Source: an optimization exercise on an open RTL-to-GDS flow (aim: small area, a short achievable clock period and few clock cycles per item). Production flows keep margins and buffers that such runs may drop.
Only simulation tests tie the RTL to the original design; equivalence was not proved.
No activity file was given, so power comes from the tool's default toggle rates.

## flow/config.mk

```make
export PLATFORM = sky130hd
export DESIGN_NAME = shift_add_multiplier
export DESIGN_NICKNAME = shift_add_multiplier
export VERILOG_FILES = /design/flow/design.v
export SDC_FILE = /design/flow/constraint.sdc
export NUM_CORES = 4
export LEC_CHECK = 0
export ABC_CLOCK_PERIOD_IN_PS = 2700
export CAP_MARGIN = 20
export CORE_MARGIN = 2
export CORE_UTILIZATION = 40
export CTS_BUF_LIST = sky130_fd_sc_hd__clkbuf_4 sky130_fd_sc_hd__clkbuf_8
export SETUP_SLACK_MARGIN = 2.8
export SLEW_MARGIN = 20
```

## flow/constraint.sdc

```tcl
create_clock -name core_clock -period 5.5 [get_ports {clk}]
set_input_delay 1.1000 -clock core_clock [delete_from_list [all_inputs] [get_ports {clk}]]
set_output_delay 1.1000 -clock core_clock [all_outputs]
set_load 0.01 [all_outputs]
```

## flow/design.v

```verilog
module shift_add_multiplier
#(
    parameter int OPERAND_WIDTH = 32
)
(
    input  logic        flush,
    input  logic        clk,
    input  logic        rst,
    input  logic        start,
    input  logic [1:0]  mul_type,
    input  logic [31:0] a,
    input  logic [31:0] b,
    output logic [63:0] p,
    output logic        done,
    output logic        work
);
    logic [36:0] P_lo;
    logic [27:0] P_hi;
    logic [31:0] S;
    logic [31:0] C;
    logic [5:0] L_s, L_c;
    logic cy;
    logic [2:0] cnt;
    logic busy, last, fin, first;
    logic [2:0] e_one, e_two, e_neg;
    wire load   = start & ~busy & ~last & ~fin;
    wire nfirst = ~first;
    wire [32:0] A = {(mul_type[0] | mul_type[1]) & a[31], a};
    wire [36:0] bext = {{4{(mul_type == 2'b01) & b[31]}}, b, 1'b0};
    wire [31:0] sg = S & {32{nfirst}};
    wire [31:0] cg = C & {32{nfirst}};
    wire [33:0] pp0 = (({34{e_one[0]}} & {A[32], A}) | ({34{e_two[0]}} & {A, 1'b0})) ^ {34{e_neg[0]}};
    wire [33:0] pp1 = (({34{e_one[1]}} & {A[32], A}) | ({34{e_two[1]}} & {A, 1'b0})) ^ {34{e_neg[1]}};
    wire [33:0] pp2 = (({34{e_one[2]}} & {A[32], A}) | ({34{e_two[2]}} & {A, 1'b0})) ^ {34{e_neg[2]}};
    wire s1 = sg[0] ^ cg[0] ^ e_neg[0];
    wire c2 = (sg[0] & cg[0]) | (sg[0] & e_neg[0]) | (cg[0] & e_neg[0]);
    wire s3 = sg[1] ^ cg[1] ^ pp0[1];
    wire c4 = (sg[1] & cg[1]) | (sg[1] & pp0[1]) | (cg[1] & pp0[1]);
    wire s5 = sg[2] ^ cg[2] ^ e_neg[1];
    wire c6 = (sg[2] & cg[2]) | (sg[2] & e_neg[1]) | (cg[2] & e_neg[1]);
    wire s7 = pp0[2] ^ pp1[0] ^ s5;
    wire c8 = (pp0[2] & pp1[0]) | (pp0[2] & s5) | (pp1[0] & s5);
    wire s9 = sg[3] ^ cg[3] ^ pp0[3];
    wire c10 = (sg[3] & cg[3]) | (sg[3] & pp0[3]) | (cg[3] & pp0[3]);
    wire s11 = pp1[1] ^ c6 ^ s9;
    wire c12 = (pp1[1] & c6) | (pp1[1] & s9) | (c6 & s9);
    wire s13 = sg[4] ^ cg[4] ^ e_neg[2];
    wire c14 = (sg[4] & cg[4]) | (sg[4] & e_neg[2]) | (cg[4] & e_neg[2]);
    wire s15 = pp0[4] ^ pp1[2] ^ pp2[0];
    wire c16 = (pp0[4] & pp1[2]) | (pp0[4] & pp2[0]) | (pp1[2] & pp2[0]);
    wire s17 = s13 ^ c10 ^ s15;
    wire c18 = (s13 & c10) | (s13 & s15) | (c10 & s15);
    wire s19 = sg[5] ^ cg[5] ^ pp0[5];
    wire c20 = (sg[5] & cg[5]) | (sg[5] & pp0[5]) | (cg[5] & pp0[5]);
    wire s21 = pp1[3] ^ pp2[1] ^ c14;
    wire c22 = (pp1[3] & pp2[1]) | (pp1[3] & c14) | (pp2[1] & c14);
    wire s23 = c16 ^ s19 ^ s21;
    wire c24 = (c16 & s19) | (c16 & s21) | (s19 & s21);
    wire s25 = sg[6] ^ cg[6] ^ pp0[6];
    wire c26 = (sg[6] & cg[6]) | (sg[6] & pp0[6]) | (cg[6] & pp0[6]);
    wire s27 = pp1[4] ^ pp2[2] ^ c20;
    wire c28 = (pp1[4] & pp2[2]) | (pp1[4] & c20) | (pp2[2] & c20);
    wire s29 = s25 ^ c22 ^ s27;
    wire c30 = (s25 & c22) | (s25 & s27) | (c22 & s27);
    wire s31 = sg[7] ^ cg[7] ^ pp0[7];
    wire c32 = (sg[7] & cg[7]) | (sg[7] & pp0[7]) | (cg[7] & pp0[7]);
    wire s33 = pp1[5] ^ pp2[3] ^ c26;
    wire c34 = (pp1[5] & pp2[3]) | (pp1[5] & c26) | (pp2[3] & c26);
    wire s35 = s31 ^ c28 ^ s33;
    wire c36 = (s31 & c28) | (s31 & s33) | (c28 & s33);
    wire s37 = sg[8] ^ cg[8] ^ pp0[8];
    wire c38 = (sg[8] & cg[8]) | (sg[8] & pp0[8]) | (cg[8] & pp0[8]);
    wire s39 = pp1[6] ^ pp2[4] ^ c32;
    wire c40 = (pp1[6] & pp2[4]) | (pp1[6] & c32) | (pp2[4] & c32);
    wire s41 = s37 ^ c34 ^ s39;
    wire c42 = (s37 & c34) | (s37 & s39) | (c34 & s39);
    wire s43 = sg[9] ^ cg[9] ^ pp0[9];
    wire c44 = (sg[9] & cg[9]) | (sg[9] & pp0[9]) | (cg[9] & pp0[9]);
    wire s45 = pp1[7] ^ pp2[5] ^ c38;
    wire c46 = (pp1[7] & pp2[5]) | (pp1[7] & c38) | (pp2[5] & c38);
    wire s47 = s43 ^ c40 ^ s45;
    wire c48 = (s43 & c40) | (s43 & s45) | (c40 & s45);
    wire s49 = sg[10] ^ cg[10] ^ pp0[10];
    wire c50 = (sg[10] & cg[10]) | (sg[10] & pp0[10]) | (cg[10] & pp0[10]);
    wire s51 = pp1[8] ^ pp2[6] ^ c44;
    wire c52 = (pp1[8] & pp2[6]) | (pp1[8] & c44) | (pp2[6] & c44);
    wire s53 = s49 ^ c46 ^ s51;
    wire c54 = (s49 & c46) | (s49 & s51) | (c46 & s51);
    wire s55 = sg[11] ^ cg[11] ^ pp0[11];
    wire c56 = (sg[11] & cg[11]) | (sg[11] & pp0[11]) | (cg[11] & pp0[11]);
    wire s57 = pp1[9] ^ pp2[7] ^ c50;
    wire c58 = (pp1[9] & pp2[7]) | (pp1[9] & c50) | (pp2[7] & c50);
    wire s59 = s55 ^ c52 ^ s57;
    wire c60 = (s55 & c52) | (s55 & s57) | (c52 & s57);
    wire s61 = sg[12] ^ cg[12] ^ pp0[12];
    wire c62 = (sg[12] & cg[12]) | (sg[12] & pp0[12]) | (cg[12] & pp0[12]);
    wire s63 = pp1[10] ^ pp2[8] ^ c56;
    wire c64 = (pp1[10] & pp2[8]) | (pp1[10] & c56) | (pp2[8] & c56);
    wire s65 = s61 ^ c58 ^ s63;
    wire c66 = (s61 & c58) | (s61 & s63) | (c58 & s63);
    wire s67 = sg[13] ^ cg[13] ^ pp0[13];
    wire c68 = (sg[13] & cg[13]) | (sg[13] & pp0[13]) | (cg[13] & pp0[13]);
    wire s69 = pp1[11] ^ pp2[9] ^ c62;
    wire c70 = (pp1[11] & pp2[9]) | (pp1[11] & c62) | (pp2[9] & c62);
    wire s71 = s67 ^ c64 ^ s69;
    wire c72 = (s67 & c64) | (s67 & s69) | (c64 & s69);
    wire s73 = sg[14] ^ cg[14] ^ pp0[14];
    wire c74 = (sg[14] & cg[14]) | (sg[14] & pp0[14]) | (cg[14] & pp0[14]);
    wire s75 = pp1[12] ^ pp2[10] ^ c68;
    wire c76 = (pp1[12] & pp2[10]) | (pp1[12] & c68) | (pp2[10] & c68);
    wire s77 = s73 ^ c70 ^ s75;
    wire c78 = (s73 & c70) | (s73 & s75) | (c70 & s75);
    wire s79 = sg[15] ^ cg[15] ^ pp0[15];
    wire c80 = (sg[15] & cg[15]) | (sg[15] & pp0[15]) | (cg[15] & pp0[15]);
    wire s81 = pp1[13] ^ pp2[11] ^ c74;
    wire c82 = (pp1[13] & pp2[11]) | (pp1[13] & c74) | (pp2[11] & c74);
    wire s83 = s79 ^ c76 ^ s81;
    wire c84 = (s79 & c76) | (s79 & s81) | (c76 & s81);
    wire s85 = sg[16] ^ cg[16] ^ pp0[16];
    wire c86 = (sg[16] & cg[16]) | (sg[16] & pp0[16]) | (cg[16] & pp0[16]);
    wire s87 = pp1[14] ^ pp2[12] ^ c80;
    wire c88 = (pp1[14] & pp2[12]) | (pp1[14] & c80) | (pp2[12] & c80);
    wire s89 = s85 ^ c82 ^ s87;
    wire c90 = (s85 & c82) | (s85 & s87) | (c82 & s87);
    wire s91 = sg[17] ^ cg[17] ^ pp0[17];
    wire c92 = (sg[17] & cg[17]) | (sg[17] & pp0[17]) | (cg[17] & pp0[17]);
    wire s93 = pp1[15] ^ pp2[13] ^ c86;
    wire c94 = (pp1[15] & pp2[13]) | (pp1[15] & c86) | (pp2[13] & c86);
    wire s95 = s91 ^ c88 ^ s93;
    wire c96 = (s91 & c88) | (s91 & s93) | (c88 & s93);
    wire s97 = sg[18] ^ cg[18] ^ pp0[18];
    wire c98 = (sg[18] & cg[18]) | (sg[18] & pp0[18]) | (cg[18] & pp0[18]);
    wire s99 = pp1[16] ^ pp2[14] ^ c92;
    wire c100 = (pp1[16] & pp2[14]) | (pp1[16] & c92) | (pp2[14] & c92);
    wire s101 = s97 ^ c94 ^ s99;
    wire c102 = (s97 & c94) | (s97 & s99) | (c94 & s99);
    wire s103 = sg[19] ^ cg[19] ^ pp0[19];
    wire c104 = (sg[19] & cg[19]) | (sg[19] & pp0[19]) | (cg[19] & pp0[19]);
    wire s105 = pp1[17] ^ pp2[15] ^ c98;
    wire c106 = (pp1[17] & pp2[15]) | (pp1[17] & c98) | (pp2[15] & c98);
    wire s107 = s103 ^ c100 ^ s105;
    wire c108 = (s103 & c100) | (s103 & s105) | (c100 & s105);
    wire s109 = sg[20] ^ cg[20] ^ pp0[20];
    wire c110 = (sg[20] & cg[20]) | (sg[20] & pp0[20]) | (cg[20] & pp0[20]);
    wire s111 = pp1[18] ^ pp2[16] ^ c104;
    wire c112 = (pp1[18] & pp2[16]) | (pp1[18] & c104) | (pp2[16] & c104);
    wire s113 = s109 ^ c106 ^ s111;
    wire c114 = (s109 & c106) | (s109 & s111) | (c106 & s111);
    wire s115 = sg[21] ^ cg[21] ^ pp0[21];
    wire c116 = (sg[21] & cg[21]) | (sg[21] & pp0[21]) | (cg[21] & pp0[21]);
    wire s117 = pp1[19] ^ pp2[17] ^ c110;
    wire c118 = (pp1[19] & pp2[17]) | (pp1[19] & c110) | (pp2[17] & c110);
    wire s119 = s115 ^ c112 ^ s117;
    wire c120 = (s115 & c112) | (s115 & s117) | (c112 & s117);
    wire s121 = sg[22] ^ cg[22] ^ pp0[22];
    wire c122 = (sg[22] & cg[22]) | (sg[22] & pp0[22]) | (cg[22] & pp0[22]);
    wire s123 = pp1[20] ^ pp2[18] ^ c116;
    wire c124 = (pp1[20] & pp2[18]) | (pp1[20] & c116) | (pp2[18] & c116);
    wire s125 = s121 ^ c118 ^ s123;
    wire c126 = (s121 & c118) | (s121 & s123) | (c118 & s123);
    wire s127 = sg[23] ^ cg[23] ^ pp0[23];
    wire c128 = (sg[23] & cg[23]) | (sg[23] & pp0[23]) | (cg[23] & pp0[23]);
    wire s129 = pp1[21] ^ pp2[19] ^ c122;
    wire c130 = (pp1[21] & pp2[19]) | (pp1[21] & c122) | (pp2[19] & c122);
    wire s131 = s127 ^ c124 ^ s129;
    wire c132 = (s127 & c124) | (s127 & s129) | (c124 & s129);
    wire s133 = sg[24] ^ cg[24] ^ pp0[24];
    wire c134 = (sg[24] & cg[24]) | (sg[24] & pp0[24]) | (cg[24] & pp0[24]);
    wire s135 = pp1[22] ^ pp2[20] ^ c128;
    wire c136 = (pp1[22] & pp2[20]) | (pp1[22] & c128) | (pp2[20] & c128);
    wire s137 = s133 ^ c130 ^ s135;
    wire c138 = (s133 & c130) | (s133 & s135) | (c130 & s135);
    wire s139 = sg[25] ^ cg[25] ^ pp0[25];
    wire c140 = (sg[25] & cg[25]) | (sg[25] & pp0[25]) | (cg[25] & pp0[25]);
    wire s141 = pp1[23] ^ pp2[21] ^ c134;
    wire c142 = (pp1[23] & pp2[21]) | (pp1[23] & c134) | (pp2[21] & c134);
    wire s143 = s139 ^ c136 ^ s141;
    wire c144 = (s139 & c136) | (s139 & s141) | (c136 & s141);
    wire s145 = sg[26] ^ cg[26] ^ pp0[26];
    wire c146 = (sg[26] & cg[26]) | (sg[26] & pp0[26]) | (cg[26] & pp0[26]);
    wire s147 = pp1[24] ^ pp2[22] ^ c140;
    wire c148 = (pp1[24] & pp2[22]) | (pp1[24] & c140) | (pp2[22] & c140);
    wire s149 = s145 ^ c142 ^ s147;
    wire c150 = (s145 & c142) | (s145 & s147) | (c142 & s147);
    wire s151 = sg[27] ^ cg[27] ^ pp0[27];
    wire c152 = (sg[27] & cg[27]) | (sg[27] & pp0[27]) | (cg[27] & pp0[27]);
    wire s153 = pp1[25] ^ pp2[23] ^ c146;
    wire c154 = (pp1[25] & pp2[23]) | (pp1[25] & c146) | (pp2[23] & c146);
    wire s155 = s151 ^ c148 ^ s153;
    wire c156 = (s151 & c148) | (s151 & s153) | (c148 & s153);
    wire s157 = sg[28] ^ cg[28] ^ pp0[28];
    wire c158 = (sg[28] & cg[28]) | (sg[28] & pp0[28]) | (cg[28] & pp0[28]);
    wire s159 = pp1[26] ^ pp2[24] ^ c152;
    wire c160 = (pp1[26] & pp2[24]) | (pp1[26] & c152) | (pp2[24] & c152);
    wire s161 = s157 ^ c154 ^ s159;
    wire c162 = (s157 & c154) | (s157 & s159) | (c154 & s159);
    wire s163 = sg[29] ^ cg[29] ^ pp0[29];
    wire c164 = (sg[29] & cg[29]) | (sg[29] & pp0[29]) | (cg[29] & pp0[29]);
    wire s165 = pp1[27] ^ pp2[25] ^ c158;
    wire c166 = (pp1[27] & pp2[25]) | (pp1[27] & c158) | (pp2[25] & c158);
    wire s167 = s163 ^ c160 ^ s165;
    wire c168 = (s163 & c160) | (s163 & s165) | (c160 & s165);
    wire s169 = sg[30] ^ cg[30] ^ pp0[30];
    wire c170 = (sg[30] & cg[30]) | (sg[30] & pp0[30]) | (cg[30] & pp0[30]);
    wire s171 = pp1[28] ^ pp2[26] ^ c164;
    wire c172 = (pp1[28] & pp2[26]) | (pp1[28] & c164) | (pp2[26] & c164);
    wire s173 = s169 ^ c166 ^ s171;
    wire c174 = (s169 & c166) | (s169 & s171) | (c166 & s171);
    wire s175 = sg[31] ^ cg[31] ^ pp0[31];
    wire c176 = (sg[31] & cg[31]) | (sg[31] & pp0[31]) | (cg[31] & pp0[31]);
    wire s177 = pp1[29] ^ pp2[27] ^ c170;
    wire c178 = (pp1[29] & pp2[27]) | (pp1[29] & c170) | (pp2[27] & c170);
    wire s179 = s175 ^ c172 ^ s177;
    wire c180 = (s175 & c172) | (s175 & s177) | (c172 & s177);
    wire s181 = nfirst ^ pp0[32] ^ pp1[30];
    wire c182 = (nfirst & pp0[32]) | (nfirst & pp1[30]) | (pp0[32] & pp1[30]);
    wire s183 = pp2[28] ^ c176 ^ s181;
    wire c184 = (pp2[28] & c176) | (pp2[28] & s181) | (c176 & s181);
    wire s185 = c178 ^ s183;
    wire c186 = c178 & s183;
    wire s187 = first ^ ~pp0[33] ^ pp1[31];
    wire c188 = (first & ~pp0[33]) | (first & pp1[31]) | (~pp0[33] & pp1[31]);
    wire s189 = pp2[29] ^ c182 ^ s187;
    wire c190 = (pp2[29] & c182) | (pp2[29] & s187) | (c182 & s187);
    wire s191 = c184 ^ s189;
    wire c192 = c184 & s189;
    wire s193 = ~(pp1[32] ^ pp2[30]);
    wire c194 = pp1[32] | pp2[30];
    wire s195 = c188 ^ s193 ^ c190;
    wire c196 = (c188 & s193) | (c188 & c190) | (s193 & c190);
    wire s197 = ~pp1[33] ^ pp2[31] ^ c194;
    wire c198 = (~pp1[33] & pp2[31]) | (~pp1[33] & c194) | (pp2[31] & c194);
    wire s199 = ~pp2[32];
    wire c200 = pp2[32];
    wire [7:0] lsum1 = {1'b0, {L_s[5], L_s[4], L_s[3], L_s[2], L_s[1], L_s[0]}, 1'b1} + {1'b0, {L_c[5], L_c[4], L_c[3], L_c[2], L_c[1], L_c[0]}, cy};
    wire [6:0] lsum = lsum1[7:1];
    wire [5:0] lo = lsum[5:0];
    wire [34:0] hsum1 = {{S[27], S[26], S[25], S[24], S[23], S[22], S[21], S[20], S[19], S[18], S[17], S[16], S[15], S[14], S[13], S[12], S[11], S[10], S[9], S[8], S[7], S[6], S[5], S[4], S[3], S[2], S[1], S[0]}, {L_s[5], L_s[4], L_s[3], L_s[2], L_s[1], L_s[0]}, 1'b1} + {{C[27], C[26], C[25], C[24], C[23], C[22], C[21], C[20], C[19], C[18], C[17], C[16], C[15], C[14], C[13], C[12], C[11], C[10], C[9], C[8], C[7], C[6], C[5], C[4], C[3], C[2], C[1], C[0]}, {L_c[5], L_c[4], L_c[3], L_c[2], L_c[1], L_c[0]}, cy};
    wire [33:0] hsum = hsum1[34:1];
    wire [6:0] nwin = load ? bext[6:0] : P_lo[12:6];
    always_ff @(posedge clk) begin
        work  <= start & ~rst & ~flush;
        first <= load;
        e_one[0] <= nwin[1] ^ nwin[0];
        e_two[0] <= (nwin[2] & ~nwin[1] & ~nwin[0]) | (~nwin[2] & nwin[1] & nwin[0]);
        e_neg[0] <= nwin[2] & ~(nwin[1] & nwin[0]);
        e_one[1] <= nwin[3] ^ nwin[2];
        e_two[1] <= (nwin[4] & ~nwin[3] & ~nwin[2]) | (~nwin[4] & nwin[3] & nwin[2]);
        e_neg[1] <= nwin[4] & ~(nwin[3] & nwin[2]);
        e_one[2] <= nwin[5] ^ nwin[4];
        e_two[2] <= (nwin[6] & ~nwin[5] & ~nwin[4]) | (~nwin[6] & nwin[5] & nwin[4]);
        e_neg[2] <= nwin[6] & ~(nwin[5] & nwin[4]);
        L_s[0] <= pp0[0];
        L_c[0] <= s1;
        L_s[1] <= c2;
        L_c[1] <= s3;
        L_s[2] <= c4;
        L_c[2] <= s7;
        L_s[3] <= c8;
        L_c[3] <= s11;
        L_s[4] <= c12;
        L_c[4] <= s17;
        L_s[5] <= c18;
        L_c[5] <= s23;
        cy <= lsum[6] & nfirst;
        S[0] <= c24;
        S[1] <= c30;
        S[2] <= c36;
        S[3] <= c42;
        S[4] <= c48;
        S[5] <= c54;
        S[6] <= c60;
        S[7] <= c66;
        S[8] <= c72;
        S[9] <= c78;
        S[10] <= c84;
        S[11] <= c90;
        S[12] <= c96;
        S[13] <= c102;
        S[14] <= c108;
        S[15] <= c114;
        S[16] <= c120;
        S[17] <= c126;
        S[18] <= c132;
        S[19] <= c138;
        S[20] <= c144;
        S[21] <= c150;
        S[22] <= c156;
        S[23] <= c162;
        S[24] <= c168;
        S[25] <= c174;
        S[26] <= c180;
        S[27] <= c186;
        S[28] <= c192;
        S[29] <= c196;
        S[30] <= c198;
        S[31] <= ~pp2[33];
        C[0] <= s29;
        C[1] <= s35;
        C[2] <= s41;
        C[3] <= s47;
        C[4] <= s53;
        C[5] <= s59;
        C[6] <= s65;
        C[7] <= s71;
        C[8] <= s77;
        C[9] <= s83;
        C[10] <= s89;
        C[11] <= s95;
        C[12] <= s101;
        C[13] <= s107;
        C[14] <= s113;
        C[15] <= s119;
        C[16] <= s125;
        C[17] <= s131;
        C[18] <= s137;
        C[19] <= s143;
        C[20] <= s149;
        C[21] <= s155;
        C[22] <= s161;
        C[23] <= s167;
        C[24] <= s173;
        C[25] <= s179;
        C[26] <= s185;
        C[27] <= s191;
        C[28] <= s195;
        C[29] <= s197;
        C[30] <= s199;
        C[31] <= c200;
        if (rst || flush) begin
            busy <= 1'b0;
            last <= 1'b0;
            fin  <= 1'b0;
        end else begin
            busy <= load | (busy & (cnt != 3'(5)));
            last <= busy & (cnt == 3'(5));
            fin  <= last | (fin & start);
        end
        if (load) begin
            cnt  <= '0;
            P_lo <= bext;
        end else if (busy | last) begin
            cnt  <= cnt + 1'b1;
            P_lo <= {lo, P_lo[36:6]};
        end
        if (last)
            P_hi <= hsum[33:6];
    end
    assign done = fin;
    assign p    = {P_hi, P_lo[36:1]};
endmodule
```

## flow/flow/run.sh

```bash
#!/bin/bash
# The standard layout, with the port buffers that buffer_ports inserts made
# from the smallest buffer instead of the delay cell it picks by default, and
# clock-tree sinks clustered into larger groups.
set -euo pipefail
export BUFFER_PORTS_ARGS="-buffer_cell sky130_fd_sc_hd__buf_1"
export CTS_ARGS="-sink_clustering_enable -repair_clock_nets -sink_clustering_size 40 -sink_clustering_max_diameter 150 -buf_list sky130_fd_sc_hd__clkbuf_8"
bash standard.sh > standard_flow.log 2>&1
```

## flow/standard.sh

```bash
#!/bin/bash
# synth_recipe.tcl (not shown) runs the flow's synth.tcl, then flattens the netlist and writes it again
# the make line also repeats each setting of config.mk as NAME=value (left out here)
make -C /OpenROAD-flow-scripts/flow DESIGN_CONFIG=/design/flow/config.mk WORK_HOME=/design/flow/orfs CLKGATE_MAP_FILE= SYNTH_SCRIPT=/design/flow/synth_recipe.tcl "${@:-finish}"
```

==> report_table.html <==
<table>
<tr><th>Metric</th><th>Value</th></tr>
<tr><th colspan="2">Placement</th></tr>
<tr><td>Routability congestion estimate</td><td>between 0.8 and 0.9</td></tr>
<tr><td>Detailed placer's ending HPWL</td><td>a little under 20000 µm</td></tr>
<tr><td>Number of cells after detailed placement</td><td>1453</td></tr>
<tr><td>Count of input and output buffers</td><td>135</td></tr>
<tr><th colspan="2">Status</th></tr>
<tr><td>Outcome</td><td>finished clean</td></tr>
<tr><th colspan="2">Clock network</th></tr>
<tr><td>TritonCTS clock tree</td><td>done</td></tr>
<tr><td>Hold buffers post-CTS</td><td>0</td></tr>
<tr><td>TritonCTS sink count</td><td>around 160</td></tr>
<tr><td>Clock network latency to the later pin of the worst-skew pair</td><td>470 ps</td></tr>
<tr><td>Clock Path Buffers</td><td>2</td></tr>
<tr><td>Clk pin slew, worst setup/hold paths</td><td>approximately 100 ps</td></tr>
<tr><td>Library cell used as clock root buffer</td><td>clkbuf_8</td></tr>
<tr><td>Number of CTS-inserted buffers</td><td>17</td></tr>
<tr><td>Htree depth</td><td>4</td></tr>
<tr><th colspan="2">GRT</th></tr>
<tr><td>Vias in the first global route</td><td>a little under 8000</td></tr>
<tr><td>Wire length of the first global-routing pass</td><td>approximately 42000 µm</td></tr>
<tr><td>GR Layer Usage met3</td><td>0.03573</td></tr>
<tr><td>Initial antenna violation count</td><td>1</td></tr>
<tr><td>Largest net degree at the start of global routing</td><td>54</td></tr>
<tr><td>GRT Util Overall</td><td>0.1922</td></tr>
<tr><td>Grt total ovfl</td><td>0</td></tr>
<tr><td>Met1 track demand over resource</td><td>0.2618</td></tr>
<tr><td>Met2 track utilization from global routing</td><td>0.3144</td></tr>
<tr><td>GR peak layer</td><td>met2</td></tr>
<tr><th colspan="2">STA</th></tr>
<tr><td>Hold slack</td><td>497.8 ps</td></tr>
<tr><td>Max Clock Freq</td><td>between 0.3 and 0.4 GHz</td></tr>
<tr><td>Hold Violations, Final</td><td>0</td></tr>
<tr><td>Post-route fraction of the period consumed by the critical path</td><td>0.4899</td></tr>
<tr><td>Relative slew margins</td><td>0.5770</td></tr>
<tr><td>Tightest Pin Transition</td><td>between 600 and 700 ps</td></tr>
<tr><td>Min Clock Period, post-route</td><td>about 2700 ps</td></tr>
<tr><td>Final worst clock skew</td><td>between 15 and 20 ps</td></tr>
<tr><td>Final setup vio count</td><td>0</td></tr>
<tr><td>Final max-slew violation count</td><td>0</td></tr>
<tr><td>RSZ-0062 raised after global routing</td><td>yes</td></tr>
<tr><td>Sum of negative setup slack</td><td>0 ps</td></tr>
<tr><th colspan="2">Power</th></tr>
<tr><td>Cell Int Power</td><td>4111 µW</td></tr>
<tr><td>Power dissipated by switching net loads</td><td>around 3300 µW</td></tr>
<tr><td>Clock group share of total power</td><td>0.136</td></tr>
<tr><td>Share of power burned in registers</td><td>0.268</td></tr>
<tr><td>Logic pwr share</td><td>0.596</td></tr>
<tr><td>Switching power as a share of total power</td><td>0.4471</td></tr>
<tr><td>Total power divided by cell area</td><td>603.9 nW/µm²</td></tr>
<tr><td>Static Leak</td><td>between 0.004 and 0.005 µW</td></tr>
<tr><td>Peak ir drop on the vdd network</td><td>between 0.2 and 0.25 mV</td></tr>
<tr><th colspan="2">Synthesis</th></tr>
<tr><td>Post-synth EDFFs</td><td>64</td></tr>
<tr><td>Sequential fraction of the synthesis area</td><td>0.3531</td></tr>
<tr><td>Synthesized flop and latch total</td><td>approximately 160</td></tr>
<tr><td>Post-synthesis instance area</td><td>approximately 11000 µm²</td></tr>
<tr><td>Number of warnings reported in the yosys synthesis log</td><td>1</td></tr>
<tr><td>Asr flop ratio synth</td><td>0</td></tr>
<tr><td>Syn avg cell area</td><td>10.53 µm²</td></tr>
<tr><td>Most frequently used flop master after synthesis</td><td>dfxtp_1</td></tr>
<tr><td>Synth unique cells</td><td>between 60 and 70</td></tr>
<tr><td>Post-synthesis instance total</td><td>slightly above 1000</td></tr>
<tr><td>Mapped Nets</td><td>about 1200</td></tr>
<tr><th colspan="2">Drt</th></tr>
<tr><td>Vias</td><td>7832</td></tr>
<tr><td>Post-route DRC</td><td>0</td></tr>
<tr><td>Avg Vias per Cell</td><td>5.253</td></tr>
<tr><td>Wire length per cell</td><td>between 15 and 20 µm</td></tr>
<tr><td>Number of DRC markers after the initial detailed-route iteration</td><td>approximately 580</td></tr>
<tr><td>Total iterations of the first detailed-routing run</td><td>4</td></tr>
<tr><td>Post-DRT Antenna Nets</td><td>0</td></tr>
<tr><td>Final Routed Wirelength</td><td>~27000 µm</td></tr>
<tr><th colspan="2">Final layout</th></tr>
<tr><td>Layout-stage area growth over the synthesis result</td><td>14.32%</td></tr>
<tr><td>Share of final-layout standard cells stronger than drive strength 1</td><td>0.1175</td></tr>
<tr><td>Layout Cells excl Fill</td><td>1491</td></tr>
<tr><td>Final Net Count</td><td>between 1000 and 1500</td></tr>
<tr><th colspan="2">Worst setup path</th></tr>
<tr><td>WP data arrival</td><td>3040 ps</td></tr>
<tr><td>Max FO, Critical Path</td><td>6</td></tr>
<tr><td>Element type at the critical path start</td><td>input pin</td></tr>
<tr><td>Required time of the critical path</td><td>5850 ps</td></tr>
<tr><td>Worst setup EP type</td><td>flop</td></tr>
<tr><td>WS Path Type</td><td>input pin to flop</td></tr>
<tr><th colspan="2">Min path</th></tr>
<tr><td>Path class of the lowest-slack min-delay path</td><td>flop to flop</td></tr>
<tr><th colspan="2">Floorplanning</th></tr>
<tr><td>Die width</td><td>168.1 µm</td></tr>
<tr><td>Area of the die</td><td>~28000 µm²</td></tr>
<tr><td>I/O pins</td><td>around 140</td></tr>
<tr><td>Initial Util</td><td>0.4030</td></tr>
<tr><td>Site Rows</td><td>60</td></tr>
<tr><td>Die boundary height</td><td>around 170 µm</td></tr>
<tr><td>Core box area</td><td>~27000 µm²</td></tr>
<tr><th colspan="2">Run</th></tr>
<tr><td>Max-cap violation count</td><td>0</td></tr>
</table>
sequential cells by signal (all words and copies together), names as in the netlist, 3 cells and up:
signal and flops:
C 32, L_c 6, L_s 6, P_hi 28, P_lo 36, S 32, cnt 3, e_neg 3
e_one 3, e_two 3
cells in the mapped netlist, types with 2 or more instances:
cell type / number / area (µm²)
o21a_1: 2 / 15.01
xnor2_1: 91 / 797.0
o21ai_2: 2 / 17.52
and3_1: 3 / 18.77
o21ai_1: 6 / 30.03
a211oi_1: 4 / 30.03
a211o_1: 3 / 26.28
nand3_1: 15 / 75.07
a21o_1: 17 / 127.6
nor2_1: 19 / 71.32
inv_2: 3 / 11.26
buf_1: 3 / 11.26
nand4_1: 8 / 50.05
o211ai_1: 2 / 15.01
ha_1: 41 / 513.0
nor3_1: 5 / 25.02
nand2b_1: 3 / 18.77
buf_2: 10 / 50.05
mux2i_1: 6 / 60.06
a22oi_1: 93 / 698.2
a22o_1: 31 / 271.5
inv_1: 112 / 420.4
xor2_1: 39 / 341.6
a21boi_0: 2 / 15.01
or3_1: 2 / 12.51
o21bai_1: 6 / 45.04
a21oi_1: 39 / 195.2
a21oi_2: 3 / 26.28
o221ai_1: 2 / 17.52
fa_1: 97 / 1942
o211ai_2: 3 / 37.54
o21ai_0: 23 / 115.1
nor2b_1: 22 / 137.6
nand2_1: 74 / 277.8
dfxtp_1: 94 / 1882
a31oi_1: 6 / 37.54
edfxtp_1: 64 / 1922
nor3b_1: 2 / 15.01
clkbuf_2: 2 / 10.01
clkbuf_1: 41 / 153.9
mux2_2: 2 / 22.52
power by group through the flow:
stage	clock, µW	sequential, µW	combinational [µW]
floorplan	0	1920	3340
global placement	0	2020	4300
detailed placement	0	2020	4360
CTS	1040	2000	4410
global route	1080	2030	5070
finish	1010	1990	4430
through the flow:
| step | instance area, µm² | power, µW | util | setup slack [ps] |
|---|---|---|---|---|
| finish | 12310 | 7436 | 0.4608 | 2805 |
| global placement | 11690 | 6318 | 0.4375 | 2189 |
| floorplan | 10910 | 5264 | - | 2546 |
| global route | 12310 | 8178 | 0.4608 | 2754 |
| CTS | 12230 | 7443 | 0.4575 | 2798 |
| detailed placement | 11690 | 6385 | 0.4375 | 2147 |
critical path, cell delays in order:
cell	delay, ps
buf_1	290
a22oi_2	140
xnor2_1	160
fa_2	370
fa_1	490
inv_1	50
fa_1	440
placed cells by master, fill, tap and decap left out, drive strengths merged, types with 33 or more instances in the layout:
master	synthesis	layout
inv	115	122
ha	41	41
dfxtp	94	94
nand2	75	75
fa	97	97
buf	13	133
xor2	39	39
a21oi	42	42
a22oi	93	93
xnor2	91	91
clkbuf	43	33
edfxtp	64	64
area by class of cell:
type                    count  area, µm²
inverters                 115      462.9
clock buffers              17      234.0
diodes                      1      2.502
fillers                  2563      14410
multi-input cells         695       6499
clock inverters            15      220.2
repair buffers            149      655.6
well taps                 341      426.7
flip-flops and latches    158       3814
cell families (layout without fill, tap and decap cells):
group           count (synthesis)  count (layout)  share of synthesized area
other cells                     0               1                          0
mux                             8               8                   0.007666
compound gates                255             255                     0.1715
buf+inv                       171             296                    0.06098
simple gates                  163             164                    0.07318
xor+xnor                      130             130                     0.1057
fa+ha+maj                     138             138                     0.2279
flops                         158             158                     0.3531
per-layer routing:
layer / vias up / part of all wire
met2: 186 / 0.49
met4: 0 / 0.014
li1: 3739 / -
met3: 22 / 0.048
met5: - / 0
met1: 3885 / 0.45
final timing paths:
check	slack [ps]	to	startpoint	cells after the start
min reg2reg	500	cnt[1]	cnt[1]	2
min	500	cnt[1]	cnt[1]	2
max	2810	C[19]	a[23]	7
max reg2reg	2870	C[10]	e_two[0]	7
what timing repair did:
| action | 4_1_cts | 5_1_grt |
|---|---|---|
| buffers inserted | 3 | 1 |
| pin swaps | 8 | 10 |
| resized for setup | 14 | 34 |
| cloned | 1 | 0 |
| setup endpoints to repair | 72 | 29 |
Testbench counts, summed over its fixed seeds: cycles 7,680, items 768.

==> afterwards: timing with drivers on the ports <==
The flow's constraints put no driver on any port. The routed layout listed below was extracted and timed again, unchanged, in two steps.
Step 1, drivers: a clkbuf_16 drives clk and a buf_2 each remaining input, both assumed.
Step 2 also shifts input and output timing later by t, the mid clock arrival at the registers, as if the neighbouring blocks saw the same clock.
a / b / c = no drivers / after step 1 / after step 2; a / b = the first two.
t, ns: 0.510
slack for setup (ns): 2.805 / 2.830 / 2.320
pins driven straight from the clock port: 1
After both steps setup and hold are still met in this run. The setup slack of this run moves by +0.025 ns with the drivers and by -0.485 ns with both steps.
